This is an optimization exercise on Yosys and OpenROAD, whose aim is small area, not a production implementation. In this exercise RTL edits were held to simulation tests only and were not proved equivalent to the original. No run shown here takes its clock network from TritonCTS; it comes from the design's own scripts or RTL. No driver is modelled on the clock port, so clock power and skew are understated where the tree is cut down; a real chip needs a root buffer or a tree. Power and IR drop assume default switching activity.

==> flow/design.v <==
`timescale 1ns / 1ps
module FSM(
    input clk,
    input rst,
    input btnL,
    input btnR,
    input [7:0] sw,
    output [3:0] an,
    output reg [6:0] seg,
    output reg [3:0] led
    );
    reg [8:0] d;
    reg [2:0] q5;
    reg [1:0] dig;
    wire wrap = (d == 9'd55);
    wire rise = (d[6:0] == 7'd27) & ~d[8] & q5[2] & ~q5[1] & ~dig[0];
    always @(posedge clk) begin
        if (rst) begin
            d   <= 9'd311;
            q5  <= 3'd0;
            dig <= 2'd0;
        end else begin
            d <= {d[7:0], d[8] ^ d[4] ^ wrap};
            if (wrap) begin
                q5  <= {q5[1], q5[0], ~(q5[2] | q5[1])};
                dig <= {dig[1] ^ dig[0], ~dig[0]};
            end
        end
    end
    reg q1l, pl, q1r, pr;
    always @(posedge clk) begin
        if (rst) begin
            q1l <= 1'b0;
            q1r <= 1'b0;
        end else if (rise) begin
            q1l <= btnL;
            q1r <= btnR;
        end
    end
    always @(posedge clk) begin
        pl <= ~rst & rise & btnL & ~q1l;
        pr <= ~rst & rise & btnR & ~q1r;
    end
    reg [1:0] s;
    reg [7:0] op1, op2;
    wire sub   = sw[2];
    wire arith = (sw[2:0] == 3'd3) | (sw[2:0] == 3'd4);
    wire orop  = (sw[2:0] == 3'd2);
    wire sel_m = (sw[2:0] == 3'd1) | orop;
    wire sel_s = (sw[2:0] == 3'd0) | arith;
    wire [7:0] bb = op2 ^ {8{sub}};
    wire [8:0] x;
    wire [7:0] m, sm;
    assign x[0] = arith ? sub : orop;
    genvar i;
    generate
        for (i = 0; i < 8; i = i + 1) begin : fa
            assign sm[i] = op1[i] ^ bb[i] ^ x[i];
            assign m[i] = (op1[i] & bb[i]) | (op1[i] & x[i]) | (bb[i] & x[i]);
            assign x[i+1] = arith ? m[i] : orop;
        end
    endgenerate
    wire [7:0] alu = ({8{sel_m}} & m) | ({8{sel_s}} & sm);
    always @(posedge clk) begin
        if (rst) begin
            s   <= 2'd0;
            op1 <= 8'd0;
            op2 <= 8'd0;
        end else begin
            if (pl)
                s <= 2'd0;
            else if (pr && s != 2'd3)
                s <= s + 2'd1;
            case (s)
                2'd0: if (pr) op1 <= sw;
                2'd1: if (pr) op2 <= sw;
                2'd2: if (pr && !pl) begin
                          op1 <= alu;
                          op2 <= 8'd0;
                      end
                2'd3: if (pl) begin
                          op1 <= 8'd0;
                          op2 <= 8'd0;
                      end
            endcase
        end
    end
    always @(*) begin
        case (s)
            2'd0: led = 4'b0001;
            2'd1: led = 4'b0010;
            2'd2: led = 4'b0100;
            2'd3: led = 4'b1000;
        endcase
    end
    reg [3:0] nib;
    always @(*) begin
        case (dig)
            2'd0: nib = op1[3:0];
            2'd1: nib = op1[7:4];
            2'd2: nib = op2[3:0];
            2'd3: nib = op2[7:4];
        endcase
    end
    assign an = ~(4'b0001 << dig);
    always @(*) begin
        case (nib)
            4'h0: seg = 7'b0000001;
            4'h1: seg = 7'b1001111;
            4'h2: seg = 7'b0010010;
            4'h3: seg = 7'b0000110;
            4'h4: seg = 7'b1001100;
            4'h5: seg = 7'b0100100;
            4'h6: seg = 7'b0100000;
            4'h7: seg = 7'b0001111;
            4'h8: seg = 7'b0000000;
            4'h9: seg = 7'b0000100;
            4'ha: seg = 7'b0001000;
            4'hb: seg = 7'b1100000;
            4'hc: seg = 7'b0110001;
            4'hd: seg = 7'b1000010;
            4'he: seg = 7'b0110000;
            4'hf: seg = 7'b0111000;
        endcase
    end
endmodule
==> flow/flow/run.sh <==
#!/bin/bash
# Layout flow:
# 1. the standard synthesis script, without the adder-cell extraction;
# 2. its combinational logic re-mapped for area by ABC: flow/netlist.v, a
#    netlist found by a longer run of the same search before (gen/), is used
#    as the starting point if yosys proves it equal to step 1's netlist; then
#    rounds of the search: each round starts several seeded runs (deepsyn,
#    then mapping) from the smallest netlist so far. Flip-flops are untouched
#    and the result is proven equal to step 1's netlist with yosys;
# 3. the standard ORFS layout, with buf_1 port buffers and the clock buffered
#    by a few buffers from flow/clkbuf.tcl in place of TritonCTS's tree.
set -uo pipefail
W=$(pwd)
RES=$W/orfs/results/$FLOW_PLATFORM/FSM/base
LIB=$FLOW_HOME/platforms/sky130hd/lib/sky130_fd_sc_hd__tt_025C_1v80.lib
P=${NUM_CORES:-4}
ROUNDS=${FLOW_RS_ROUNDS:-4}

bash standard.sh ADDER_MAP_FILE= $RES/1_2_yosys.v > 1_synth.log 2>&1 || exit 1
cp $RES/1_2_yosys.v $W/synth_std.v

subst() {  # template out in.v out.v abc-script
  sed -e "s|@LIB@|$LIB|g" -e "s|@IN@|$3|g" -e "s|@OUT@|$4|g" \
      -e "s|@ABC@|$5|g" -e "s|@TOP@|$FLOW_TOP|g" "$1" > "$2"
}
area_of() { grep "Chip area" "$1" 2>/dev/null | tail -1 | awk '{print $NF}'; }

mkdir -p rs
best=$W/synth_std.v
best_area=1e9
if [ -f flow/netlist.v ]; then
  subst flow/equiv.ys equiv_pre.ys $W/synth_std.v $W/flow/netlist.v none
  subst flow/area.ys area_pre.ys $W/flow/netlist.v none none
  if yosys -s equiv_pre.ys > 2_equiv_pre.log 2>&1 && yosys -s area_pre.ys > 2_area_pre.log 2>&1; then
    best=$W/flow/netlist.v
    best_area=$(area_of 2_area_pre.log)
    echo "flow/netlist.v proven equal to the standard netlist; starting from it ($best_area)"
  else
    echo "flow/netlist.v not proven equal; starting from the standard netlist"
  fi
fi
for r in $(seq 1 $ROUNDS); do
  for c in $(seq 1 $P); do
    seed=$(( (r * P + c) % 101 ))
    if [ $c -eq $P ]; then map="&get -n; &dch -f; &nf -a -p -R 1000; &put"; else map="dch -f; amap"; fi
    echo "strash; &get -n; &deepsyn -T 20 -S $seed; &put; $map" | tr ';' '\n' > rs/r${r}_$c.abc
    subst flow/resynth.ys rs/r${r}_$c.ys $best $W/rs/r${r}_$c.v $W/rs/r${r}_$c.abc
  done
  for c in $(seq 1 $P); do echo $c; done | \
    xargs -P $P -I{} sh -c "yosys -s rs/r${r}_{}.ys > rs/r${r}_{}.log 2>&1"
  for c in $(seq 1 $P); do
    a=$(area_of rs/r${r}_$c.log)
    [ -z "$a" ] && continue
    if awk "BEGIN{exit !($a < $best_area)}"; then best=$W/rs/r${r}_$c.v; best_area=$a; fi
  done
  echo "round $r: best so far $best_area ($best)"
done

if [ "$best" != "$W/synth_std.v" ]; then
  subst flow/equiv.ys equiv.ys $W/synth_std.v $best none
  if yosys -s equiv.ys > 2_equiv.log 2>&1; then
    echo "re-mapped netlist $best ($best_area) proven equal; using it"
    cp $best $RES/1_2_yosys.v
    touch $RES/1_2_yosys.v
  else
    echo "re-mapped netlist not proven equal; keeping the standard netlist"
  fi
fi

export FLOW_FLOW_DIR=$W/flow
export FLOW_CLOCK_SLEW_LIMIT=0.110
bash standard.sh \
  "BUFFER_PORTS_ARGS=-buffer_cell sky130_fd_sc_hd__buf_1" \
  "PRE_CTS_TCL=$W/flow/pre_cts.tcl" \
  finish > 3_layout.log 2>&1 || exit 1
==> flow/flow/area.ys <==
# Cell area of a mapped netlist.
read_liberty -lib @LIB@
read_verilog @IN@
hierarchy -top @TOP@
stat -liberty @LIB@
==> flow/flow/clkbuf.tcl <==
# Drive the clock port's sinks through a few clock buffers, one per group of
# sinks; the groups come from recursive bisection of the sink locations, and
# each buffer is placed at its group's centroid. This replaces TritonCTS's
# two-level tree, which is larger than this small design needs.
proc my_split_groups { items nparts } {
  # items: list of {x y iterm}; returns a list of nparts groups
  if {$nparts <= 1 || [llength $items] <= 1} { return [list $items] }
  set xs [lmap it $items {lindex $it 0}]
  set ys [lmap it $items {lindex $it 1}]
  set dx [expr {[tcl::mathfunc::max {*}$xs] - [tcl::mathfunc::min {*}$xs]}]
  set dy [expr {[tcl::mathfunc::max {*}$ys] - [tcl::mathfunc::min {*}$ys]}]
  set key [expr {$dx >= $dy ? 0 : 1}]
  set sorted [lsort -integer -index $key $items]
  set n1 [expr {$nparts / 2}]
  set cut [expr {int(round(double([llength $items]) * $n1 / $nparts))}]
  set a [lrange $sorted 0 [expr {$cut - 1}]]
  set b [lrange $sorted $cut end]
  return [concat [my_split_groups $a $n1] [my_split_groups $b [expr {$nparts - $n1}]]]
}

proc my_clock_buffers { master_name nbuf } {
  set db [ord::get_db]
  set block [ord::get_db_block]
  set port_net [$block findNet clk]
  set master [$db findMaster $master_name]
  set items {}
  foreach it [$port_net getITerms] {
    set b [[$it getInst] getBBox]
    lappend items [list [expr {([$b xMin] + [$b xMax]) / 2}] [expr {([$b yMin] + [$b yMax]) / 2}] $it]
  }
  $port_net setSigType CLOCK
  set k 0
  foreach group [my_split_groups $items $nbuf] {
    set buf [odb::dbInst_create $block $master clkbuf_$k]
    set net [odb::dbNet_create $block clknet_$k]
    $net setSigType CLOCK
    set sx 0; set sy 0
    foreach item $group {
      set it [lindex $item 2]
      $it disconnect
      $it connect $net
      incr sx [lindex $item 0]; incr sy [lindex $item 1]
    }
    set c [llength $group]
    [$buf findITerm A] connect $port_net
    [$buf findITerm X] connect $net
    $buf setLocation [expr {$sx / $c - [$master getWidth] / 2}] [expr {$sy / $c - [$master getHeight] / 2}]
    $buf setPlacementStatus PLACED
    puts "clock buffer clkbuf_$k ($master_name) drives $c sinks"
    incr k
  }
}

proc my_undo_clock_buffers { } {
  set block [ord::get_db_block]
  set port_net [$block findNet clk]
  foreach inst [$block getInsts] {
    if {![string match clkbuf_* [$inst getName]]} { continue }
    set net [[$inst findITerm X] getNet]
    foreach it [$net getITerms] {
      if {[$it getInst] == $inst} { continue }
      $it disconnect
      $it connect $port_net
    }
    odb::dbInst_destroy $inst
    odb::dbNet_destroy $net
  }
}

proc my_max_clock_slew { } {
  estimate_parasitics -placement
  set worst 0.0
  foreach pin [get_pins */CLK] {
    set s [get_property $pin slew_max]
    if {$s > $worst} { set worst $s }
  }
  return $worst
}

proc my_clock_tree { limit } {
  # {cell count}, in order of total area
  set configs {
    {sky130_fd_sc_hd__clkbuf_8 1} {sky130_fd_sc_hd__clkbuf_4 2}
    {sky130_fd_sc_hd__buf_12 1} {sky130_fd_sc_hd__buf_6 2}
    {sky130_fd_sc_hd__clkbuf_4 3} {sky130_fd_sc_hd__clkbuf_16 1}
    {sky130_fd_sc_hd__clkbuf_8 2} {sky130_fd_sc_hd__buf_8 2}
    {sky130_fd_sc_hd__clkbuf_4 4} {sky130_fd_sc_hd__buf_6 3}
    {sky130_fd_sc_hd__buf_12 2} {sky130_fd_sc_hd__clkbuf_8 3}
    {sky130_fd_sc_hd__buf_8 3} {sky130_fd_sc_hd__clkbuf_8 4}
  }
  set_propagated_clock [all_clocks]
  foreach cfg $configs {
    my_clock_buffers {*}$cfg
    set s [my_max_clock_slew]
    puts "clock buffers $cfg: estimated worst clock-pin slew $s"
    if {$s <= $limit} {
      unset_propagated_clock [all_clocks]
      return
    }
    my_undo_clock_buffers
  }
  my_clock_buffers {*}[lindex $configs end]
  unset_propagated_clock [all_clocks]
}
==> flow/flow/equiv.ys <==
# Prove the re-mapped netlist equal to the standard one, flip-flops paired by name.
read_liberty -ignore_miss_func @LIB@
read_verilog @IN@
hierarchy -top @TOP@
flatten
rename -hide w:*.*
rename -hide w:_*
rename @TOP@ gold
design -stash gold
read_liberty -ignore_miss_func @LIB@
read_verilog @OUT@
hierarchy -top @TOP@
flatten
rename -hide w:*.*
rename -hide w:_*
rename @TOP@ gate
design -stash gate
design -copy-from gold -as gold gold
design -copy-from gate -as gate gate
opt_clean
equiv_make gold gate equiv
hierarchy -top equiv
equiv_simple
equiv_induct
equiv_status -assert
==> flow/flow/pre_cts.tcl <==
# PRE_CTS hook: replace TritonCTS with the clock buffering of clkbuf.tcl;
# cts.tcl then legalizes the placement and repairs timing as usual.
source $::env(FLOW_FLOW_DIR)/clkbuf.tcl
rename clock_tree_synthesis my_tritoncts
proc clock_tree_synthesis { args } {
  my_clock_tree $::env(FLOW_CLOCK_SLEW_LIMIT)
}
==> flow/flow/resynth.ys <==
# Re-map the combinational logic of the standard synthesis netlist for area.
# Flip-flop instances (names and cells) are kept as they are.
read_liberty -ignore_miss_func @LIB@
read_verilog @IN@
hierarchy -top @TOP@
blackbox sky130_fd_sc_hd__dfxtp_1
flatten
rename -hide w:*.*
opt_clean
abc -liberty @LIB@ -dont_use sky130_fd_sc_hd__probe_p_8 -dont_use sky130_fd_sc_hd__probec_p_8 -dont_use sky130_fd_sc_hd__lpflow_bleeder_1 -dont_use sky130_fd_sc_hd__lpflow_clkbufkapwr_1 -dont_use sky130_fd_sc_hd__lpflow_clkbufkapwr_16 -dont_use sky130_fd_sc_hd__lpflow_clkbufkapwr_2 -dont_use sky130_fd_sc_hd__lpflow_clkbufkapwr_4 -dont_use sky130_fd_sc_hd__lpflow_clkbufkapwr_8 -dont_use sky130_fd_sc_hd__lpflow_clkinvkapwr_1 -dont_use sky130_fd_sc_hd__lpflow_clkinvkapwr_16 -dont_use sky130_fd_sc_hd__lpflow_clkinvkapwr_2 -dont_use sky130_fd_sc_hd__lpflow_clkinvkapwr_4 -dont_use sky130_fd_sc_hd__lpflow_clkinvkapwr_8 -dont_use sky130_fd_sc_hd__lpflow_decapkapwr_12 -dont_use sky130_fd_sc_hd__lpflow_decapkapwr_3 -dont_use sky130_fd_sc_hd__lpflow_decapkapwr_4 -dont_use sky130_fd_sc_hd__lpflow_decapkapwr_6 -dont_use sky130_fd_sc_hd__lpflow_decapkapwr_8 -dont_use sky130_fd_sc_hd__lpflow_inputiso0n_1 -dont_use sky130_fd_sc_hd__lpflow_inputiso0p_1 -dont_use sky130_fd_sc_hd__lpflow_inputiso1n_1 -dont_use sky130_fd_sc_hd__lpflow_inputiso1p_1 -dont_use sky130_fd_sc_hd__lpflow_inputisolatch_1 -dont_use sky130_fd_sc_hd__lpflow_isobufsrc_1 -dont_use sky130_fd_sc_hd__lpflow_isobufsrc_16 -dont_use sky130_fd_sc_hd__lpflow_isobufsrc_2 -dont_use sky130_fd_sc_hd__lpflow_isobufsrc_4 -dont_use sky130_fd_sc_hd__lpflow_isobufsrc_8 -dont_use sky130_fd_sc_hd__lpflow_isobufsrckapwr_16 -dont_use sky130_fd_sc_hd__lpflow_lsbuf_lh_hl_isowell_tap_1 -dont_use sky130_fd_sc_hd__lpflow_lsbuf_lh_hl_isowell_tap_2 -dont_use sky130_fd_sc_hd__lpflow_lsbuf_lh_hl_isowell_tap_4 -dont_use sky130_fd_sc_hd__lpflow_lsbuf_lh_isowell_4 -dont_use sky130_fd_sc_hd__lpflow_lsbuf_lh_isowell_tap_1 -dont_use sky130_fd_sc_hd__lpflow_lsbuf_lh_isowell_tap_2 -dont_use sky130_fd_sc_hd__lpflow_lsbuf_lh_isowell_tap_4 -dont_use sky130_fd_sc_hd__fill_1 -dont_use sky130_fd_sc_hd__fill_2 -dont_use sky130_fd_sc_hd__fill_4 -dont_use sky130_fd_sc_hd__fill_8  -script @ABC@
setundef -zero
splitnets
opt_clean -purge
hilomap -singleton -hicell sky130_fd_sc_hd__conb_1 HI -locell sky130_fd_sc_hd__conb_1 LO
insbuf -buf sky130_fd_sc_hd__buf_4 A X
opt_clean -purge
stat -liberty @LIB@
write_verilog -noattr -noexpr -nohex -nodec @OUT@
==> flow/standard.sh <==
#!/bin/bash
# synth_recipe.tcl (not shown) runs the flow's synth.tcl, then flattens the netlist and writes it again
# the make line also repeats each setting of config.mk as NAME=value (left out here)
make -C /OpenROAD-flow-scripts/flow DESIGN_CONFIG=/design/flow/config.mk WORK_HOME=/design/flow/orfs CLKGATE_MAP_FILE= SYNTH_SCRIPT=/design/flow/synth_recipe.tcl "${@:-finish}"
==> flow/config.mk <==
export PLATFORM = sky130hd
export DESIGN_NAME = FSM
export DESIGN_NICKNAME = FSM
export VERILOG_FILES = /design/flow/design.v
export SDC_FILE = /design/flow/constraint.sdc
export NUM_CORES = 4
export LEC_CHECK = 0
export ABC_AREA = 1
export CAP_MARGIN = 20
export CORE_AREA = 2.3 2.72 60.7 60.3
export DIE_AREA = 0 0 63 63
export GPL_TIMING_DRIVEN = 0
export SLEW_MARGIN = 20
==> flow/constraint.sdc <==
create_clock -name core_clock -period 10.0 [get_ports {clk}]
set_input_delay 2.0000 -clock core_clock [delete_from_list [all_inputs] [get_ports {clk}]]
set_output_delay 2.0000 -clock core_clock [all_outputs]
set_load 0.01 [all_outputs]
Not shown: flow/flow/netlist.v
==> flow_summary_export.csv, run 1 <==
group,metric,value,unit
critical_path,ff2ff_path_depth,20,
routing,first_iter_violations,79,
layout,post-route-util,0.586,
min_path,whs_path_depth,1,
critical_path,cp.arrival,4930,ps
grt,global_route.usage.met2,0.323,
min_path,hold_path_end,"pl",
routing,antenna_left,0,
placement,pre_cts_slack,4900,ps
layout,top_regs,"d x9, op1 x8, op2 x8",
placement,place.gp.congestion,0.912,
floorplanning,nWellTaps,46,
routing,wl_met1,2020,um
timing,skew,7.04,ps
routing,top_layer_used,"met4",
outcome,status,"no timing/DRC/antenna violations",
power,pwr-share-seq,0.655,
timing,rsz0062_at_grt,"false",
grt,grtUsageMet3,0.0144,
layout,register_area,721,sq um
grt,antenna_found_initial,0,
power,ir_drop,0.0000960,V
critical_path,path_class,"primary input to flip-flop",
timing,finalCritPeriodShare,0.496,
layout,fillers,352,
power,maxPowerGroup,"registers",
floorplanning,die_height,63,um
layout,antenna_cells,0,
floorplanning,initial_core_util,0.530,
==> inputs of run 2 (changes only) <==
--- a/flow/design.v
+++ b/flow/design.v
@@ -79,8 +79,6 @@
                           op2 <= 8'd0;
                       end
-                2'd3: if (pl) begin
-                          op1 <= 8'd0;
-                          op2 <= 8'd0;
-                      end
+                2'd3: if (pl)
+                          op1 <= 8'd0;   
             endcase
         end
==> flow/flow/netlist.v (replaced) <==
/* Generated by Yosys 0.63+post (git sha1 UNKNOWN-dirty, g++ 11.4.0-1ubuntu1~22.04.3 -fPIC -O3) */

module FSM(clk, rst, btnL, btnR, sw, an, seg, led);
  input clk;
  wire clk;
  input rst;
  wire rst;
  input btnL;
  wire btnL;
  input btnR;
  wire btnR;
  input [7:0] sw;
  wire [7:0] sw;
  output [3:0] an;
  wire [3:0] an;
  output [6:0] seg;
  wire [6:0] seg;
  output [3:0] led;
  wire [3:0] led;
  wire _036_;
  wire _037_;
  wire _038_;
  wire _039_;
  wire _040_;
  wire _041_;
  wire _042_;
  wire _043_;
  wire _044_;
  wire _045_;
  wire _046_;
  wire _047_;
  wire _048_;
  wire _049_;
  wire _050_;
  wire _051_;
  wire _052_;
  wire _053_;
  wire _054_;
  wire _055_;
  wire _056_;
  wire _057_;
  wire _058_;
  wire _059_;
  wire _060_;
  wire _061_;
  wire _062_;
  wire _063_;
  wire _064_;
  wire _065_;
  wire _066_;
  wire _067_;
  wire _068_;
  wire _069_;
  wire _070_;
  wire _071_;
  wire _072_;
  wire _073_;
  wire _074_;
  wire _075_;
  wire _076_;
  wire _077_;
  wire _078_;
  wire _079_;
  wire _080_;
  wire _081_;
  wire _082_;
  wire _083_;
  wire _084_;
  wire _085_;
  wire _086_;
  wire _087_;
  wire _088_;
  wire _089_;
  wire _090_;
  wire _091_;
  wire _092_;
  wire _093_;
  wire _094_;
  wire _095_;
  wire _096_;
  wire _097_;
  wire _098_;
  wire _099_;
  wire _100_;
  wire _101_;
  wire _102_;
  wire _103_;
  wire _104_;
  wire _105_;
  wire _106_;
  wire _107_;
  wire _108_;
  wire _109_;
  wire _110_;
  wire _111_;
  wire _112_;
  wire _113_;
  wire _114_;
  wire _115_;
  wire _116_;
  wire _117_;
  wire _118_;
  wire _119_;
  wire _120_;
  wire _121_;
  wire _122_;
  wire _123_;
  wire _124_;
  wire _125_;
  wire _126_;
  wire _127_;
  wire _128_;
  wire _129_;
  wire _130_;
  wire _131_;
  wire _132_;
  wire _133_;
  wire _134_;
  wire _135_;
  wire _136_;
  wire _137_;
  wire _138_;
  wire _139_;
  wire _140_;
  wire _141_;
  wire _142_;
  wire _143_;
  wire _144_;
  wire _145_;
  wire _146_;
  wire _147_;
  wire _148_;
  wire _149_;
  wire _150_;
  wire _151_;
  wire _152_;
  wire _153_;
  wire _154_;
  wire _155_;
  wire _156_;
  wire _157_;
  wire _158_;
  wire _159_;
  wire _160_;
  wire _161_;
  wire _162_;
  wire _163_;
  wire _164_;
  wire _165_;
  wire _166_;
  wire _167_;
  wire _168_;
  wire _169_;
  wire _170_;
  wire _171_;
  wire _172_;
  wire _173_;
  wire _174_;
  wire _175_;
  wire _176_;
  wire _177_;
  wire _178_;
  wire _179_;
  wire _180_;
  wire _181_;
  wire _182_;
  wire _183_;
  wire _184_;
  wire _185_;
  wire _186_;
  wire _187_;
  wire _188_;
  wire _189_;
  wire _000_;
  wire _001_;
  wire _002_;
  wire _003_;
  wire _004_;
  wire _005_;
  wire _006_;
  wire _007_;
  wire _008_;
  wire _009_;
  wire _010_;
  wire _011_;
  wire _012_;
  wire _013_;
  wire _014_;
  wire _015_;
  wire _016_;
  wire _017_;
  wire _018_;
  wire _019_;
  wire _020_;
  wire _021_;
  wire _022_;
  wire _023_;
  wire _024_;
  wire _025_;
  wire _026_;
  wire _027_;
  wire _028_;
  wire _029_;
  wire _030_;
  wire _031_;
  wire _032_;
  wire _033_;
  wire _034_;
  wire _035_;
  wire \d[0] ;
  wire \d[1] ;
  wire \d[2] ;
  wire \d[3] ;
  wire \d[4] ;
  wire \d[5] ;
  wire \d[6] ;
  wire \d[7] ;
  wire \d[8] ;
  wire \dig[0] ;
  wire \dig[1] ;
  wire \op1[0] ;
  wire \op1[1] ;
  wire \op1[2] ;
  wire \op1[3] ;
  wire \op1[4] ;
  wire \op1[5] ;
  wire \op1[6] ;
  wire \op1[7] ;
  wire \op2[0] ;
  wire \op2[1] ;
  wire \op2[2] ;
  wire \op2[3] ;
  wire \op2[4] ;
  wire \op2[5] ;
  wire \op2[6] ;
  wire \op2[7] ;
  wire pl;
  wire pr;
  wire q1l;
  wire q1r;
  wire \q5[0] ;
  wire \q5[1] ;
  wire \q5[2] ;
  wire \s[0] ;
  wire \s[1] ;
  sky130_fd_sc_hd__clkinv_1 _190_ (
    .A(\op1[6] ),
    .Y(_189_)
  );
  sky130_fd_sc_hd__clkinv_1 _191_ (
    .A(\op2[2] ),
    .Y(_036_)
  );
  sky130_fd_sc_hd__clkinv_1 _192_ (
    .A(\op2[4] ),
    .Y(_037_)
  );
  sky130_fd_sc_hd__clkinv_1 _193_ (
    .A(\op1[1] ),
    .Y(_038_)
  );
  sky130_fd_sc_hd__clkinv_1 _194_ (
    .A(\op2[7] ),
    .Y(_039_)
  );
  sky130_fd_sc_hd__clkinv_1 _195_ (
    .A(\dig[1] ),
    .Y(_040_)
  );
  sky130_fd_sc_hd__clkinv_1 _196_ (
    .A(\q5[1] ),
    .Y(_041_)
  );
  sky130_fd_sc_hd__clkinv_1 _197_ (
    .A(\d[5] ),
    .Y(_042_)
  );
  sky130_fd_sc_hd__clkinv_1 _198_ (
    .A(\op1[7] ),
    .Y(_043_)
  );
  sky130_fd_sc_hd__clkinv_1 _199_ (
    .A(sw[2]),
    .Y(_044_)
  );
  sky130_fd_sc_hd__clkinv_1 _200_ (
    .A(rst),
    .Y(_045_)
  );
  sky130_fd_sc_hd__clkinv_1 _201_ (
    .A(\d[2] ),
    .Y(_046_)
  );
  sky130_fd_sc_hd__clkinv_1 _202_ (
    .A(\op1[5] ),
    .Y(_047_)
  );
  sky130_fd_sc_hd__clkinv_1 _203_ (
    .A(sw[0]),
    .Y(_048_)
  );
  sky130_fd_sc_hd__clkinv_1 _204_ (
    .A(\op1[2] ),
    .Y(_049_)
  );
  sky130_fd_sc_hd__clkinv_1 _205_ (
    .A(\s[0] ),
    .Y(_050_)
  );
  sky130_fd_sc_hd__clkinv_1 _206_ (
    .A(\op2[6] ),
    .Y(_051_)
  );
  sky130_fd_sc_hd__clkinv_1 _207_ (
    .A(\op2[0] ),
    .Y(_052_)
  );
  sky130_fd_sc_hd__clkinv_1 _208_ (
    .A(\op2[3] ),
    .Y(_053_)
  );
  sky130_fd_sc_hd__clkinv_1 _209_ (
    .A(\dig[0] ),
    .Y(_054_)
  );
  sky130_fd_sc_hd__clkinv_1 _210_ (
    .A(\q5[2] ),
    .Y(_055_)
  );
  sky130_fd_sc_hd__clkinv_1 _211_ (
    .A(\s[1] ),
    .Y(_056_)
  );
  sky130_fd_sc_hd__clkinv_1 _212_ (
    .A(sw[1]),
    .Y(_057_)
  );
  sky130_fd_sc_hd__clkinv_1 _213_ (
    .A(\op2[1] ),
    .Y(_058_)
  );
  sky130_fd_sc_hd__clkinv_1 _214_ (
    .A(sw[7]),
    .Y(_059_)
  );
  sky130_fd_sc_hd__clkinv_1 _215_ (
    .A(\d[8] ),
    .Y(_060_)
  );
  sky130_fd_sc_hd__clkinv_1 _216_ (
    .A(\q5[0] ),
    .Y(_061_)
  );
  sky130_fd_sc_hd__clkinv_1 _217_ (
    .A(sw[6]),
    .Y(_062_)
  );
  sky130_fd_sc_hd__clkinv_1 _218_ (
    .A(sw[5]),
    .Y(_063_)
  );
  sky130_fd_sc_hd__clkinv_1 _219_ (
    .A(sw[4]),
    .Y(_064_)
  );
  sky130_fd_sc_hd__clkinv_1 _220_ (
    .A(sw[3]),
    .Y(_065_)
  );
  sky130_fd_sc_hd__clkinv_1 _221_ (
    .A(\op2[5] ),
    .Y(_066_)
  );
  sky130_fd_sc_hd__or2_0 _222_ (
    .A(rst),
    .B(\d[3] ),
    .X(_002_)
  );
  sky130_fd_sc_hd__nand2_1 _223_ (
    .A(_040_),
    .B(_054_),
    .Y(an[0])
  );
  sky130_fd_sc_hd__nand2_1 _224_ (
    .A(_040_),
    .B(\dig[0] ),
    .Y(an[1])
  );
  sky130_fd_sc_hd__nand2_1 _225_ (
    .A(\dig[1] ),
    .B(_054_),
    .Y(an[2])
  );
  sky130_fd_sc_hd__nand2_1 _226_ (
    .A(\dig[1] ),
    .B(\dig[0] ),
    .Y(an[3])
  );
  sky130_fd_sc_hd__o22ai_1 _227_ (
    .A1(\op1[2] ),
    .A2(an[0]),
    .B1(\op2[2] ),
    .B2(an[2]),
    .Y(_067_)
  );
  sky130_fd_sc_hd__o22ai_1 _228_ (
    .A1(\op1[6] ),
    .A2(an[1]),
    .B1(\op2[6] ),
    .B2(an[3]),
    .Y(_068_)
  );
  sky130_fd_sc_hd__nor2_1 _229_ (
    .A(_067_),
    .B(_068_),
    .Y(_069_)
  );
  sky130_fd_sc_hd__clkinv_1 _230_ (
    .A(_069_),
    .Y(_070_)
  );
  sky130_fd_sc_hd__o22ai_1 _231_ (
    .A1(\op1[0] ),
    .A2(an[0]),
    .B1(\op2[4] ),
    .B2(an[3]),
    .Y(_071_)
  );
  sky130_fd_sc_hd__o22ai_1 _232_ (
    .A1(\op2[0] ),
    .A2(an[2]),
    .B1(\op1[4] ),
    .B2(an[1]),
    .Y(_072_)
  );
  sky130_fd_sc_hd__nor2_1 _233_ (
    .A(_071_),
    .B(_072_),
    .Y(_073_)
  );
  sky130_fd_sc_hd__clkinv_1 _234_ (
    .A(_073_),
    .Y(_074_)
  );
  sky130_fd_sc_hd__nor2_1 _235_ (
    .A(_070_),
    .B(_073_),
    .Y(_075_)
  );
  sky130_fd_sc_hd__clkinv_1 _236_ (
    .A(_075_),
    .Y(_076_)
  );
  sky130_fd_sc_hd__o22ai_1 _237_ (
    .A1(_066_),
    .A2(an[3]),
    .B1(_038_),
    .B2(an[0]),
    .Y(_077_)
  );
  sky130_fd_sc_hd__o22ai_1 _238_ (
    .A1(_047_),
    .A2(an[1]),
    .B1(_058_),
    .B2(an[2]),
    .Y(_078_)
  );
  sky130_fd_sc_hd__nor2_1 _239_ (
    .A(_077_),
    .B(_078_),
    .Y(_079_)
  );
  sky130_fd_sc_hd__clkinv_1 _240_ (
    .A(_079_),
    .Y(_080_)
  );
  sky130_fd_sc_hd__o22ai_1 _241_ (
    .A1(\op1[3] ),
    .A2(an[0]),
    .B1(\op1[7] ),
    .B2(an[1]),
    .Y(_081_)
  );
  sky130_fd_sc_hd__o22ai_1 _242_ (
    .A1(\op2[7] ),
    .A2(an[3]),
    .B1(\op2[3] ),
    .B2(an[2]),
    .Y(_082_)
  );
  sky130_fd_sc_hd__nor2_1 _243_ (
    .A(_081_),
    .B(_082_),
    .Y(_083_)
  );
  sky130_fd_sc_hd__nor2_1 _244_ (
    .A(_080_),
    .B(_083_),
    .Y(_084_)
  );
  sky130_fd_sc_hd__nor2_1 _245_ (
    .A(_070_),
    .B(_083_),
    .Y(_085_)
  );
  sky130_fd_sc_hd__nor2_1 _246_ (
    .A(_080_),
    .B(_085_),
    .Y(_086_)
  );
  sky130_fd_sc_hd__nor2_1 _247_ (
    .A(_079_),
    .B(_083_),
    .Y(_087_)
  );
  sky130_fd_sc_hd__clkinv_1 _248_ (
    .A(_087_),
    .Y(_088_)
  );
  sky130_fd_sc_hd__o32ai_1 _249_ (
    .A1(_074_),
    .A2(_087_),
    .A3(_086_),
    .B1(_076_),
    .B2(_084_),
    .Y(seg[5])
  );
  sky130_fd_sc_hd__nor2_1 _250_ (
    .A(_069_),
    .B(_074_),
    .Y(_089_)
  );
  sky130_fd_sc_hd__nor2_1 _251_ (
    .A(_087_),
    .B(seg[5]),
    .Y(_090_)
  );
  sky130_fd_sc_hd__nor3_1 _252_ (
    .A(_085_),
    .B(_089_),
    .C(_090_),
    .Y(seg[4])
  );
  sky130_fd_sc_hd__o21ai_0 _253_ (
    .A1(_074_),
    .A2(_083_),
    .B1(_080_),
    .Y(_091_)
  );
  sky130_fd_sc_hd__o21a_1 _254_ (
    .A1(_085_),
    .A2(_089_),
    .B1(_091_),
    .X(seg[2])
  );
  sky130_fd_sc_hd__nor2_1 _255_ (
    .A(_050_),
    .B(\s[1] ),
    .Y(led[1])
  );
  sky130_fd_sc_hd__nand2_1 _256_ (
    .A(pr),
    .B(led[1]),
    .Y(_092_)
  );
  sky130_fd_sc_hd__clkinv_1 _257_ (
    .A(_092_),
    .Y(_093_)
  );
  sky130_fd_sc_hd__nor2_1 _258_ (
    .A(pl),
    .B(rst),
    .Y(_094_)
  );
  sky130_fd_sc_hd__o21ai_0 _259_ (
    .A1(pr),
    .A2(\s[0] ),
    .B1(_094_),
    .Y(_095_)
  );
  sky130_fd_sc_hd__nor2_1 _260_ (
    .A(_093_),
    .B(_095_),
    .Y(_017_)
  );
  sky130_fd_sc_hd__o21ai_0 _261_ (
    .A1(_075_),
    .A2(_089_),
    .B1(_084_),
    .Y(_096_)
  );
  sky130_fd_sc_hd__nor2_1 _262_ (
    .A(_070_),
    .B(_074_),
    .Y(_097_)
  );
  sky130_fd_sc_hd__nor2_1 _263_ (
    .A(_090_),
    .B(_097_),
    .Y(_098_)
  );
  sky130_fd_sc_hd__o21ai_0 _264_ (
    .A1(_079_),
    .A2(_098_),
    .B1(_096_),
    .Y(seg[3])
  );
  sky130_fd_sc_hd__a21boi_0 _265_ (
    .A1(_086_),
    .A2(_097_),
    .B1_N(_096_),
    .Y(_099_)
  );
  sky130_fd_sc_hd__a21oi_1 _266_ (
    .A1(_088_),
    .A2(_099_),
    .B1(_075_),
    .Y(seg[1])
  );
  sky130_fd_sc_hd__nand2_1 _267_ (
    .A(_076_),
    .B(_083_),
    .Y(_100_)
  );
  sky130_fd_sc_hd__a22o_1 _268_ (
    .A1(_087_),
    .A2(_097_),
    .B1(_086_),
    .B2(_100_),
    .X(seg[0])
  );
  sky130_fd_sc_hd__o31ai_1 _269_ (
    .A1(_069_),
    .A2(_074_),
    .A3(_091_),
    .B1(_099_),
    .Y(seg[6])
  );
  sky130_fd_sc_hd__nand2_1 _270_ (
    .A(\d[4] ),
    .B(_060_),
    .Y(_101_)
  );
  sky130_fd_sc_hd__nor2_1 _271_ (
    .A(\d[6] ),
    .B(_101_),
    .Y(_102_)
  );
  sky130_fd_sc_hd__nand3_1 _272_ (
    .A(\d[0] ),
    .B(\d[1] ),
    .C(_102_),
    .Y(_103_)
  );
  sky130_fd_sc_hd__nand4_1 _273_ (
    .A(_046_),
    .B(\d[3] ),
    .C(_054_),
    .D(\q5[2] ),
    .Y(_104_)
  );
  sky130_fd_sc_hd__nor4_1 _274_ (
    .A(\q5[1] ),
    .B(\d[5] ),
    .C(_104_),
    .D(_103_),
    .Y(_105_)
  );
  sky130_fd_sc_hd__clkinv_1 _275_ (
    .A(_105_),
    .Y(_106_)
  );
  sky130_fd_sc_hd__o221ai_1 _276_ (
    .A1(q1l),
    .A2(_105_),
    .B1(btnL),
    .B2(_106_),
    .C1(_045_),
    .Y(_107_)
  );
  sky130_fd_sc_hd__clkinv_1 _277_ (
    .A(_107_),
    .Y(_006_)
  );
  sky130_fd_sc_hd__nor2_1 _278_ (
    .A(q1l),
    .B(_107_),
    .Y(_000_)
  );
  sky130_fd_sc_hd__o221ai_1 _279_ (
    .A1(q1r),
    .A2(_105_),
    .B1(btnR),
    .B2(_106_),
    .C1(_045_),
    .Y(_108_)
  );
  sky130_fd_sc_hd__clkinv_1 _280_ (
    .A(_108_),
    .Y(_007_)
  );
  sky130_fd_sc_hd__nor2_1 _281_ (
    .A(q1r),
    .B(_108_),
    .Y(_001_)
  );
  sky130_fd_sc_hd__nor2_1 _282_ (
    .A(\s[0] ),
    .B(_056_),
    .Y(led[2])
  );
  sky130_fd_sc_hd__nor3_1 _283_ (
    .A(\s[0] ),
    .B(_056_),
    .C(_095_),
    .Y(_109_)
  );
  sky130_fd_sc_hd__or3_1 _284_ (
    .A(rst),
    .B(_109_),
    .C(_093_),
    .X(_110_)
  );
  sky130_fd_sc_hd__nand2_1 _285_ (
    .A(_045_),
    .B(_093_),
    .Y(_111_)
  );
  sky130_fd_sc_hd__o22ai_1 _286_ (
    .A1(_039_),
    .A2(_110_),
    .B1(_059_),
    .B2(_111_),
    .Y(_003_)
  );
  sky130_fd_sc_hd__nor2_1 _287_ (
    .A(_048_),
    .B(sw[1]),
    .Y(_112_)
  );
  sky130_fd_sc_hd__clkinv_1 _288_ (
    .A(_112_),
    .Y(_113_)
  );
  sky130_fd_sc_hd__a21oi_1 _289_ (
    .A1(\op1[0] ),
    .A2(\op2[0] ),
    .B1(_112_),
    .Y(_114_)
  );
  sky130_fd_sc_hd__o32ai_1 _290_ (
    .A1(\op1[0] ),
    .A2(_044_),
    .A3(_052_),
    .B1(_048_),
    .B2(_114_),
    .Y(_115_)
  );
  sky130_fd_sc_hd__nand2_1 _291_ (
    .A(\op2[1] ),
    .B(_115_),
    .Y(_116_)
  );
  sky130_fd_sc_hd__nor2_1 _292_ (
    .A(\op2[1] ),
    .B(_115_),
    .Y(_117_)
  );
  sky130_fd_sc_hd__o22ai_1 _293_ (
    .A1(\op1[1] ),
    .A2(sw[2]),
    .B1(_038_),
    .B2(sw[0]),
    .Y(_118_)
  );
  sky130_fd_sc_hd__a31oi_1 _294_ (
    .A1(_113_),
    .A2(_118_),
    .A3(_116_),
    .B1(_117_),
    .Y(_119_)
  );
  sky130_fd_sc_hd__nand2_1 _295_ (
    .A(\op2[2] ),
    .B(_119_),
    .Y(_120_)
  );
  sky130_fd_sc_hd__nor2_1 _296_ (
    .A(\op2[2] ),
    .B(_119_),
    .Y(_121_)
  );
  sky130_fd_sc_hd__o22ai_1 _297_ (
    .A1(sw[2]),
    .A2(\op1[2] ),
    .B1(sw[0]),
    .B2(_049_),
    .Y(_122_)
  );
  sky130_fd_sc_hd__a31oi_1 _298_ (
    .A1(_113_),
    .A2(_122_),
    .A3(_120_),
    .B1(_121_),
    .Y(_123_)
  );
  sky130_fd_sc_hd__nand2_1 _299_ (
    .A(\op2[3] ),
    .B(_123_),
    .Y(_124_)
  );
  sky130_fd_sc_hd__nor2_1 _300_ (
    .A(\op2[3] ),
    .B(_123_),
    .Y(_125_)
  );
  sky130_fd_sc_hd__a2bb2o_1 _301_ (
    .A1_N(\op1[3] ),
    .A2_N(sw[2]),
    .B1(\op1[3] ),
    .B2(_048_),
    .X(_126_)
  );
  sky130_fd_sc_hd__a31oi_1 _302_ (
    .A1(_113_),
    .A2(_126_),
    .A3(_124_),
    .B1(_125_),
    .Y(_127_)
  );
  sky130_fd_sc_hd__nand2_1 _303_ (
    .A(\op2[4] ),
    .B(_127_),
    .Y(_128_)
  );
  sky130_fd_sc_hd__nor2_1 _304_ (
    .A(\op2[4] ),
    .B(_127_),
    .Y(_129_)
  );
  sky130_fd_sc_hd__a2bb2o_1 _305_ (
    .A1_N(sw[2]),
    .A2_N(\op1[4] ),
    .B1(_048_),
    .B2(\op1[4] ),
    .X(_130_)
  );
  sky130_fd_sc_hd__a31oi_1 _306_ (
    .A1(_113_),
    .A2(_130_),
    .A3(_128_),
    .B1(_129_),
    .Y(_131_)
  );
  sky130_fd_sc_hd__nand2_1 _307_ (
    .A(\op2[5] ),
    .B(_131_),
    .Y(_132_)
  );
  sky130_fd_sc_hd__nor2_1 _308_ (
    .A(\op2[5] ),
    .B(_131_),
    .Y(_133_)
  );
  sky130_fd_sc_hd__o22ai_1 _309_ (
    .A1(sw[2]),
    .A2(\op1[5] ),
    .B1(_047_),
    .B2(sw[0]),
    .Y(_134_)
  );
  sky130_fd_sc_hd__a31oi_1 _310_ (
    .A1(_113_),
    .A2(_134_),
    .A3(_132_),
    .B1(_133_),
    .Y(_135_)
  );
  sky130_fd_sc_hd__nand2_1 _311_ (
    .A(\op2[6] ),
    .B(_135_),
    .Y(_136_)
  );
  sky130_fd_sc_hd__nor2_1 _312_ (
    .A(\op2[6] ),
    .B(_135_),
    .Y(_137_)
  );
  sky130_fd_sc_hd__o22ai_1 _313_ (
    .A1(\op1[6] ),
    .A2(sw[2]),
    .B1(_189_),
    .B2(sw[0]),
    .Y(_138_)
  );
  sky130_fd_sc_hd__a31oi_1 _314_ (
    .A1(_113_),
    .A2(_138_),
    .A3(_136_),
    .B1(_137_),
    .Y(_139_)
  );
  sky130_fd_sc_hd__a32oi_1 _315_ (
    .A1(_039_),
    .A2(_043_),
    .A3(_113_),
    .B1(\op2[7] ),
    .B2(\op1[7] ),
    .Y(_140_)
  );
  sky130_fd_sc_hd__nand2_1 _316_ (
    .A(_139_),
    .B(_140_),
    .Y(_141_)
  );
  sky130_fd_sc_hd__nor2_1 _317_ (
    .A(sw[0]),
    .B(sw[1]),
    .Y(_142_)
  );
  sky130_fd_sc_hd__o21ai_0 _318_ (
    .A1(_044_),
    .A2(_142_),
    .B1(_109_),
    .Y(_143_)
  );
  sky130_fd_sc_hd__clkinv_1 _319_ (
    .A(_143_),
    .Y(_144_)
  );
  sky130_fd_sc_hd__o211ai_1 _320_ (
    .A1(_139_),
    .A2(_140_),
    .B1(_141_),
    .C1(_144_),
    .Y(_145_)
  );
  sky130_fd_sc_hd__nor2_1 _321_ (
    .A(\s[0] ),
    .B(\s[1] ),
    .Y(led[0])
  );
  sky130_fd_sc_hd__nand2_1 _322_ (
    .A(pr),
    .B(led[0]),
    .Y(_146_)
  );
  sky130_fd_sc_hd__nand3_1 _323_ (
    .A(pr),
    .B(led[0]),
    .C(_045_),
    .Y(_147_)
  );
  sky130_fd_sc_hd__nand3_1 _324_ (
    .A(_044_),
    .B(sw[1]),
    .C(_048_),
    .Y(_148_)
  );
  sky130_fd_sc_hd__nor2_1 _325_ (
    .A(_050_),
    .B(_056_),
    .Y(led[3])
  );
  sky130_fd_sc_hd__nand2_1 _326_ (
    .A(_045_),
    .B(_146_),
    .Y(_149_)
  );
  sky130_fd_sc_hd__a221oi_1 _327_ (
    .A1(pl),
    .A2(led[3]),
    .B1(_109_),
    .B2(_148_),
    .C1(_149_),
    .Y(_150_)
  );
  sky130_fd_sc_hd__clkinv_1 _328_ (
    .A(_150_),
    .Y(_151_)
  );
  sky130_fd_sc_hd__o221ai_1 _329_ (
    .A1(_059_),
    .A2(_147_),
    .B1(_043_),
    .B2(_151_),
    .C1(_145_),
    .Y(_004_)
  );
  sky130_fd_sc_hd__or3_1 _330_ (
    .A(_046_),
    .B(\d[7] ),
    .C(_042_),
    .X(_152_)
  );
  sky130_fd_sc_hd__nor3_1 _331_ (
    .A(\d[3] ),
    .B(_152_),
    .C(_103_),
    .Y(_153_)
  );
  sky130_fd_sc_hd__nand2_1 _332_ (
    .A(_045_),
    .B(_153_),
    .Y(_154_)
  );
  sky130_fd_sc_hd__or2_0 _333_ (
    .A(rst),
    .B(_153_),
    .X(_155_)
  );
  sky130_fd_sc_hd__a21oi_1 _334_ (
    .A1(\dig[0] ),
    .A2(_153_),
    .B1(rst),
    .Y(_156_)
  );
  sky130_fd_sc_hd__nand2_1 _335_ (
    .A(\dig[1] ),
    .B(_156_),
    .Y(_157_)
  );
  sky130_fd_sc_hd__o21ai_0 _336_ (
    .A1(an[1]),
    .A2(_154_),
    .B1(_157_),
    .Y(_005_)
  );
  sky130_fd_sc_hd__o22ai_1 _337_ (
    .A1(_055_),
    .A2(_155_),
    .B1(_041_),
    .B2(_154_),
    .Y(_009_)
  );
  sky130_fd_sc_hd__a211oi_1 _338_ (
    .A1(_056_),
    .A2(_092_),
    .B1(pl),
    .C1(rst),
    .Y(_010_)
  );
  sky130_fd_sc_hd__nor2_1 _339_ (
    .A(rst),
    .B(_046_),
    .Y(_011_)
  );
  sky130_fd_sc_hd__o21ai_0 _340_ (
    .A1(\d[4] ),
    .A2(_060_),
    .B1(_101_),
    .Y(_158_)
  );
  sky130_fd_sc_hd__o21a_1 _341_ (
    .A1(rst),
    .A2(_158_),
    .B1(_154_),
    .X(_014_)
  );
  sky130_fd_sc_hd__o22ai_1 _342_ (
    .A1(_061_),
    .A2(_154_),
    .B1(_041_),
    .B2(_155_),
    .Y(_015_)
  );
  sky130_fd_sc_hd__o32ai_1 _343_ (
    .A1(\q5[1] ),
    .A2(\q5[2] ),
    .A3(_154_),
    .B1(_061_),
    .B2(_155_),
    .Y(_016_)
  );
  sky130_fd_sc_hd__o21ai_0 _344_ (
    .A1(\op2[6] ),
    .A2(_135_),
    .B1(_136_),
    .Y(_159_)
  );
  sky130_fd_sc_hd__a21oi_1 _345_ (
    .A1(_144_),
    .A2(_159_),
    .B1(_150_),
    .Y(_160_)
  );
  sky130_fd_sc_hd__nand2_1 _346_ (
    .A(_113_),
    .B(_144_),
    .Y(_161_)
  );
  sky130_fd_sc_hd__o32a_1 _347_ (
    .A1(\op1[6] ),
    .A2(_161_),
    .A3(_159_),
    .B1(_062_),
    .B2(_147_),
    .X(_162_)
  );
  sky130_fd_sc_hd__o21ai_0 _348_ (
    .A1(_189_),
    .A2(_160_),
    .B1(_162_),
    .Y(_018_)
  );
  sky130_fd_sc_hd__o21ai_0 _349_ (
    .A1(\op2[5] ),
    .A2(_131_),
    .B1(_132_),
    .Y(_163_)
  );
  sky130_fd_sc_hd__nand2_1 _350_ (
    .A(_144_),
    .B(_163_),
    .Y(_164_)
  );
  sky130_fd_sc_hd__nand2_1 _351_ (
    .A(_151_),
    .B(_164_),
    .Y(_165_)
  );
  sky130_fd_sc_hd__nor3_1 _352_ (
    .A(\op1[5] ),
    .B(_161_),
    .C(_163_),
    .Y(_166_)
  );
  sky130_fd_sc_hd__a21oi_1 _353_ (
    .A1(\op1[5] ),
    .A2(_165_),
    .B1(_166_),
    .Y(_167_)
  );
  sky130_fd_sc_hd__o21ai_0 _354_ (
    .A1(_063_),
    .A2(_147_),
    .B1(_167_),
    .Y(_019_)
  );
  sky130_fd_sc_hd__o21ai_0 _355_ (
    .A1(\op2[4] ),
    .A2(_127_),
    .B1(_128_),
    .Y(_168_)
  );
  sky130_fd_sc_hd__nand2_1 _356_ (
    .A(_144_),
    .B(_168_),
    .Y(_169_)
  );
  sky130_fd_sc_hd__nand2_1 _357_ (
    .A(_151_),
    .B(_169_),
    .Y(_170_)
  );
  sky130_fd_sc_hd__nor3_1 _358_ (
    .A(\op1[4] ),
    .B(_161_),
    .C(_168_),
    .Y(_171_)
  );
  sky130_fd_sc_hd__a21oi_1 _359_ (
    .A1(\op1[4] ),
    .A2(_170_),
    .B1(_171_),
    .Y(_172_)
  );
  sky130_fd_sc_hd__o21ai_0 _360_ (
    .A1(_064_),
    .A2(_147_),
    .B1(_172_),
    .Y(_020_)
  );
  sky130_fd_sc_hd__o21ai_0 _361_ (
    .A1(\op2[3] ),
    .A2(_123_),
    .B1(_124_),
    .Y(_173_)
  );
  sky130_fd_sc_hd__nand2_1 _362_ (
    .A(_144_),
    .B(_173_),
    .Y(_174_)
  );
  sky130_fd_sc_hd__nand2_1 _363_ (
    .A(_151_),
    .B(_174_),
    .Y(_175_)
  );
  sky130_fd_sc_hd__nor3_1 _364_ (
    .A(\op1[3] ),
    .B(_161_),
    .C(_173_),
    .Y(_176_)
  );
  sky130_fd_sc_hd__a21oi_1 _365_ (
    .A1(\op1[3] ),
    .A2(_175_),
    .B1(_176_),
    .Y(_177_)
  );
  sky130_fd_sc_hd__o21ai_0 _366_ (
    .A1(_065_),
    .A2(_147_),
    .B1(_177_),
    .Y(_021_)
  );
  sky130_fd_sc_hd__o21ai_0 _367_ (
    .A1(\op2[2] ),
    .A2(_119_),
    .B1(_120_),
    .Y(_178_)
  );
  sky130_fd_sc_hd__a21oi_1 _368_ (
    .A1(_144_),
    .A2(_178_),
    .B1(_150_),
    .Y(_179_)
  );
  sky130_fd_sc_hd__o32a_1 _369_ (
    .A1(\op1[2] ),
    .A2(_161_),
    .A3(_178_),
    .B1(_044_),
    .B2(_147_),
    .X(_180_)
  );
  sky130_fd_sc_hd__o21ai_0 _370_ (
    .A1(_049_),
    .A2(_179_),
    .B1(_180_),
    .Y(_022_)
  );
  sky130_fd_sc_hd__o21ai_0 _371_ (
    .A1(\op2[1] ),
    .A2(_115_),
    .B1(_116_),
    .Y(_181_)
  );
  sky130_fd_sc_hd__nand2_1 _372_ (
    .A(_144_),
    .B(_181_),
    .Y(_182_)
  );
  sky130_fd_sc_hd__nand2_1 _373_ (
    .A(_151_),
    .B(_182_),
    .Y(_183_)
  );
  sky130_fd_sc_hd__nor3_1 _374_ (
    .A(\op1[1] ),
    .B(_161_),
    .C(_181_),
    .Y(_184_)
  );
  sky130_fd_sc_hd__a21oi_1 _375_ (
    .A1(\op1[1] ),
    .A2(_183_),
    .B1(_184_),
    .Y(_185_)
  );
  sky130_fd_sc_hd__o21ai_0 _376_ (
    .A1(_057_),
    .A2(_147_),
    .B1(_185_),
    .Y(_023_)
  );
  sky130_fd_sc_hd__nand2_1 _377_ (
    .A(\op1[0] ),
    .B(_150_),
    .Y(_186_)
  );
  sky130_fd_sc_hd__o21a_1 _378_ (
    .A1(\op1[0] ),
    .A2(\op2[0] ),
    .B1(_114_),
    .X(_187_)
  );
  sky130_fd_sc_hd__a31oi_1 _379_ (
    .A1(\op1[0] ),
    .A2(\op2[0] ),
    .A3(_112_),
    .B1(_187_),
    .Y(_188_)
  );
  sky130_fd_sc_hd__o221ai_1 _380_ (
    .A1(_048_),
    .A2(_147_),
    .B1(_143_),
    .B2(_188_),
    .C1(_186_),
    .Y(_024_)
  );
  sky130_fd_sc_hd__o22ai_1 _381_ (
    .A1(_058_),
    .A2(_110_),
    .B1(_057_),
    .B2(_111_),
    .Y(_025_)
  );
  sky130_fd_sc_hd__o22ai_1 _382_ (
    .A1(_052_),
    .A2(_110_),
    .B1(_048_),
    .B2(_111_),
    .Y(_026_)
  );
  sky130_fd_sc_hd__o22ai_1 _383_ (
    .A1(_051_),
    .A2(_110_),
    .B1(_062_),
    .B2(_111_),
    .Y(_027_)
  );
  sky130_fd_sc_hd__o22ai_1 _384_ (
    .A1(_066_),
    .A2(_110_),
    .B1(_063_),
    .B2(_111_),
    .Y(_028_)
  );
  sky130_fd_sc_hd__o22ai_1 _385_ (
    .A1(_037_),
    .A2(_110_),
    .B1(_064_),
    .B2(_111_),
    .Y(_029_)
  );
  sky130_fd_sc_hd__o22ai_1 _386_ (
    .A1(_053_),
    .A2(_110_),
    .B1(_065_),
    .B2(_111_),
    .Y(_030_)
  );
  sky130_fd_sc_hd__o22ai_1 _387_ (
    .A1(_036_),
    .A2(_110_),
    .B1(_044_),
    .B2(_111_),
    .Y(_031_)
  );
  sky130_fd_sc_hd__o21a_1 _388_ (
    .A1(\dig[0] ),
    .A2(_153_),
    .B1(_156_),
    .X(_032_)
  );
  sky130_fd_sc_hd__nor2b_1 _389_ (
    .A(rst),
    .B_N(\d[6] ),
    .Y(_033_)
  );
  sky130_fd_sc_hd__nor2_1 _390_ (
    .A(_042_),
    .B(rst),
    .Y(_034_)
  );
  sky130_fd_sc_hd__or2_0 _391_ (
    .A(rst),
    .B(\d[4] ),
    .X(_035_)
  );
  sky130_fd_sc_hd__or2_0 _392_ (
    .A(rst),
    .B(\d[7] ),
    .X(_008_)
  );
  sky130_fd_sc_hd__or2_0 _393_ (
    .A(rst),
    .B(\d[1] ),
    .X(_012_)
  );
  sky130_fd_sc_hd__or2_0 _394_ (
    .A(rst),
    .B(\d[0] ),
    .X(_013_)
  );
  sky130_fd_sc_hd__dfxtp_1 \d[0]$_SDFF_PP1_  (
    .CLK(clk),
    .D(_014_),
    .Q(\d[0] )
  );
  sky130_fd_sc_hd__dfxtp_1 \d[1]$_SDFF_PP1_  (
    .CLK(clk),
    .D(_013_),
    .Q(\d[1] )
  );
  sky130_fd_sc_hd__dfxtp_1 \d[2]$_SDFF_PP1_  (
    .CLK(clk),
    .D(_012_),
    .Q(\d[2] )
  );
  sky130_fd_sc_hd__dfxtp_1 \d[3]$_SDFF_PP0_  (
    .CLK(clk),
    .D(_011_),
    .Q(\d[3] )
  );
  sky130_fd_sc_hd__dfxtp_1 \d[4]$_SDFF_PP1_  (
    .CLK(clk),
    .D(_002_),
    .Q(\d[4] )
  );
  sky130_fd_sc_hd__dfxtp_1 \d[5]$_SDFF_PP1_  (
    .CLK(clk),
    .D(_035_),
    .Q(\d[5] )
  );
  sky130_fd_sc_hd__dfxtp_1 \d[6]$_SDFF_PP0_  (
    .CLK(clk),
    .D(_034_),
    .Q(\d[6] )
  );
  sky130_fd_sc_hd__dfxtp_1 \d[7]$_SDFF_PP0_  (
    .CLK(clk),
    .D(_033_),
    .Q(\d[7] )
  );
  sky130_fd_sc_hd__dfxtp_1 \d[8]$_SDFF_PP1_  (
    .CLK(clk),
    .D(_008_),
    .Q(\d[8] )
  );
  sky130_fd_sc_hd__dfxtp_1 \dig[0]$_SDFFE_PP0N_  (
    .CLK(clk),
    .D(_032_),
    .Q(\dig[0] )
  );
  sky130_fd_sc_hd__dfxtp_1 \dig[1]$_SDFFE_PP0N_  (
    .CLK(clk),
    .D(_005_),
    .Q(\dig[1] )
  );
  sky130_fd_sc_hd__dfxtp_1 \op1[0]$_SDFFE_PP0P_  (
    .CLK(clk),
    .D(_024_),
    .Q(\op1[0] )
  );
  sky130_fd_sc_hd__dfxtp_1 \op1[1]$_SDFFE_PP0P_  (
    .CLK(clk),
    .D(_023_),
    .Q(\op1[1] )
  );
  sky130_fd_sc_hd__dfxtp_1 \op1[2]$_SDFFE_PP0P_  (
    .CLK(clk),
    .D(_022_),
    .Q(\op1[2] )
  );
  sky130_fd_sc_hd__dfxtp_1 \op1[3]$_SDFFE_PP0P_  (
    .CLK(clk),
    .D(_021_),
    .Q(\op1[3] )
  );
  sky130_fd_sc_hd__dfxtp_1 \op1[4]$_SDFFE_PP0P_  (
    .CLK(clk),
    .D(_020_),
    .Q(\op1[4] )
  );
  sky130_fd_sc_hd__dfxtp_1 \op1[5]$_SDFFE_PP0P_  (
    .CLK(clk),
    .D(_019_),
    .Q(\op1[5] )
  );
  sky130_fd_sc_hd__dfxtp_1 \op1[6]$_SDFFE_PP0P_  (
    .CLK(clk),
    .D(_018_),
    .Q(\op1[6] )
  );
  sky130_fd_sc_hd__dfxtp_1 \op1[7]$_SDFFE_PP0P_  (
    .CLK(clk),
    .D(_004_),
    .Q(\op1[7] )
  );
  sky130_fd_sc_hd__dfxtp_1 \op2[0]$_SDFFE_PP0P_  (
    .CLK(clk),
    .D(_026_),
    .Q(\op2[0] )
  );
  sky130_fd_sc_hd__dfxtp_1 \op2[1]$_SDFFE_PP0P_  (
    .CLK(clk),
    .D(_025_),
    .Q(\op2[1] )
  );
  sky130_fd_sc_hd__dfxtp_1 \op2[2]$_SDFFE_PP0P_  (
    .CLK(clk),
    .D(_031_),
    .Q(\op2[2] )
  );
  sky130_fd_sc_hd__dfxtp_1 \op2[3]$_SDFFE_PP0P_  (
    .CLK(clk),
    .D(_030_),
    .Q(\op2[3] )
  );
  sky130_fd_sc_hd__dfxtp_1 \op2[4]$_SDFFE_PP0P_  (
    .CLK(clk),
    .D(_029_),
    .Q(\op2[4] )
  );
  sky130_fd_sc_hd__dfxtp_1 \op2[5]$_SDFFE_PP0P_  (
    .CLK(clk),
    .D(_028_),
    .Q(\op2[5] )
  );
  sky130_fd_sc_hd__dfxtp_1 \op2[6]$_SDFFE_PP0P_  (
    .CLK(clk),
    .D(_027_),
    .Q(\op2[6] )
  );
  sky130_fd_sc_hd__dfxtp_1 \op2[7]$_SDFFE_PP0P_  (
    .CLK(clk),
    .D(_003_),
    .Q(\op2[7] )
  );
  sky130_fd_sc_hd__dfxtp_1 \pl$_DFF_P_  (
    .CLK(clk),
    .D(_000_),
    .Q(pl)
  );
  sky130_fd_sc_hd__dfxtp_1 \pr$_DFF_P_  (
    .CLK(clk),
    .D(_001_),
    .Q(pr)
  );
  sky130_fd_sc_hd__dfxtp_1 \q1l$_SDFFE_PP0P_  (
    .CLK(clk),
    .D(_006_),
    .Q(q1l)
  );
  sky130_fd_sc_hd__dfxtp_1 \q1r$_SDFFE_PP0P_  (
    .CLK(clk),
    .D(_007_),
    .Q(q1r)
  );
  sky130_fd_sc_hd__dfxtp_1 \q5[0]$_SDFFE_PP0N_  (
    .CLK(clk),
    .D(_016_),
    .Q(\q5[0] )
  );
  sky130_fd_sc_hd__dfxtp_1 \q5[1]$_SDFFE_PP0N_  (
    .CLK(clk),
    .D(_015_),
    .Q(\q5[1] )
  );
  sky130_fd_sc_hd__dfxtp_1 \q5[2]$_SDFFE_PP0N_  (
    .CLK(clk),
    .D(_009_),
    .Q(\q5[2] )
  );
  sky130_fd_sc_hd__dfxtp_1 \s[0]$_SDFFE_PP0P_  (
    .CLK(clk),
    .D(_017_),
    .Q(\s[0] )
  );
  sky130_fd_sc_hd__dfxtp_1 \s[1]$_SDFFE_PP0P_  (
    .CLK(clk),
    .D(_010_),
    .Q(\s[1] )
  );
endmodule
==> run 2 against run 1 <==
  * Combinational power grew 27%
  * Worst setup slack got worse by 920 ps
  * Via count is 2.5% higher
  * Register-to-register slack worse by 300 ps
  * Largest cell class unchanged
  * Global-route usage grew 0.96 points
  * Hold slack gained 8.0 ps
  * First-iteration DRC count up 120%
  * Sequential share of layout area is essentially flat
==> flow_summary_export.csv, run 2 <==
group,metric,value,unit
outcome,status,"no timing/DRC/antenna violations",
layout,syn_to_final_growth,11.3,%
layout,antenna_cells,0,
layout,fillers,340,
power,p_int,0.000176,W
power,power.leakage,0.642,nW
yosys,syn-mean-instance-area,7.29,sq um
yosys,syn_area,1740,sq um
timing,setup_viol,0,
routing,drc,0,
power,ir_drop,0.0000904,V
timing,hold_viol_final,0,
grt,gr-usage-all-layers,0.206,
timing,rsz0062_at_grt,"false",
floorplanning,die_x,63,um
routing,drt_wl_total,4120,um
routing,antenna_left,0,
clock_network,path_clk_slew,100,ps
timing,timing.final.max_slew_violations,0,
timing,finalCritPeriodShare,0.588,
floorplanning,rows,21,
power,p_sw,0.0000515,W
power,swShare,0.226,
routing,viasPerCell,5.64,
grt,antenna_found_initial,0,
layout,top_regs,"d x9, op1 x8, op2 x8",
grt,grt_start_max_net_pins,19,
min_path,hp-class,"flip-flop to flip-flop",
layout,layout_common_cells,"nor2_1, clkinv_1, dfxtp_1, buf_1, o21ai_0",
placement,dp_hpwl,3220,um
timing,skew,7.21,ps
timing,max_freq,170,MHz
power,combPwrFrac,0.099,
power,power_density,118,nW/um^2
yosys,netlist_instances,239,
floorplanning,ios,27,
grt,grt_overflow,0,
floorplanning,initial_core_util,0.526,
critical_path,max_stage_delay,450,ps
critical_path,start_kind,"primary input",
critical_path,crit_required,10000,ps
grt,grt_pass1_wl,6820,um
clock_network,cts_setup_buffers,0,
job,maxCapViolations,0,
critical_path,cp-end-kind,"flip-flop",
layout,largest-register,"d",
floorplanning,die_height,63,um
critical_path,cp.arrival,5880,ps
critical_path,path_buf_inv,3,
critical_path,cp_cell_sequence,"buf_1 > clkinv_1 > nor2_1 > a21oi_1 > o32ai_1 > nand2_1 > a31oi_1 > nand2_1 > o221ai_1 > o21ai_0 > nor2b_1 > o22ai_1 > nand2_1 > o221ai_1 > o21ai_0 > nor2_1 > clkinv_1 > a31oi_1 > nand2_1 > o221ai_1 > o21ai_0 > o211ai_1 > o221ai_1",
timing,maxSlewHeadroom,0.608,
layout,largest_reg_flops,9,
power,finalPower,0.000228,W
routing,dr.pass1.iters,4,
yosys,synth_nets,251,
critical_path,path_class,"primary input to flip-flop",
routing,routedWlPerCell,13.1,um
layout,drive_above_1_share,0.0149,
floorplanning,die-area,3970,sq um
critical_path,cp_top_family,"compound AO/OA/AOI/OAI gates",
timing,fin_crit,5880,ps
power,pwr-share-seq,0.645,
clock_network,cts-hold-fix-buffers,0,
routing,route.vias.total,1772,
placement,place.port_buffers,26,
power,clkPwrFrac,0.256,
timing,finalSetupTns,0,ps
clock_network,worst_skew_pair.late_latency,130,ps
yosys,synth_warnings,1,
layout,layout_commonest_cell,"nor2_1",
layout,layout.nets,282,
floorplanning,coreArea,3310,sq um
routing,first_iter_violations,177,
timing,worst_pin_slew,583,ps
critical_path,crit_fanout,8,
grt,grt_pass1_vias,1563,
critical_path,critPathSlowestCell,"nor2_1",
placement,place.gp.congestion,0.904,
clock_network,ctsResizeCount,0,
run 2: power groups by stage:
stage	combinational, W	sequential [W]	clock (W)
2_1_floorplan	0.0000144	0.000150	0
3_3_place_gp	0.0000220	0.000150	0
3_5_place_dp	0.0000224	0.000150	0
4_1_cts	0.0000225	0.000150	0.0000442
5_1_grt	0.0000253	0.000147	0.0000658
6_report	0.0000225	0.000147	0.0000583
run 2: cell type report:
type	instances	area [sq um]	area share
multi-input cells	165	885	0.456
plain buffers	2	30.0	0.0155
flip-flops and latches	36	721	0.372
repair buffers	27	103	0.0529
well taps	46	57.6	0.0297
inverters	38	143	0.0736
run 2: worst paths after layout:
path | startpoint | to | slack [ps] | cells after the start
setup / recovery | sw[0] | op1[7] | 4120 | 23
hold / removal | q1r | pr | 430 | 1
setup reg to reg | op2[0] | op1[7] | 6300 | 20
hold reg to reg | q1r | pr | 430 | 1
run 2: through the flow:
step	area, sq um	hold WS (ps)	utilization	instances	setup slack (ps)
after floorplan	1740	393	-	239	5120
after global placement	1900	408	0.573	311	4220
after detailed placement	1910	406	0.576	312	4070
after CTS	1940	416	0.585	314	4060
after global routing	1940	453	0.585	314	3810
final	1940	426	0.585	314	4120
run 2: routing by layer:
layer  vias up  part of all wire  track usage  wire length, um
met5         -                 0            0                0
met4         0            0.0099       0.0250               41
met3         3             0.063      0.00901              259
li1        908                 -            -                -
met2        46              0.48        0.376             1980
met1       815              0.45        0.276             1840

==> what the ideal ports hide <==
Ports are ideal in the flow. The routed layouts listed here were re-timed in OpenROAD.
Step 1: set_driving_cell puts a clkbuf_16 on clk and a buf_2 on each other input, an assumption about the parent block.
Step 2 adds t to the input delays and takes it off the output delays; t is the mean of the earliest and latest rising clock arrival at the registers after step 1. Input paths then give back, and output paths get back, about the clock's delay inside the block.
a / b / c = ideal ports / drivers / drivers and shift; a / b = the first two.
run | t, ns | setup WS [ns] | hold slack, ns
run 1 | 0.168 | 5.042 / 5.063 / 4.895 | 0.418 / 0.418 / 0.418
run 2 | 0.167 | 4.124 / 4.145 / 3.979 | 0.426 / 0.426 / 0.426
After both steps setup and hold are still met in every run listed. For run 1, which loses most, drivers alone change the setup slack by +0.021 ns; drivers and shift together by -0.147 ns.
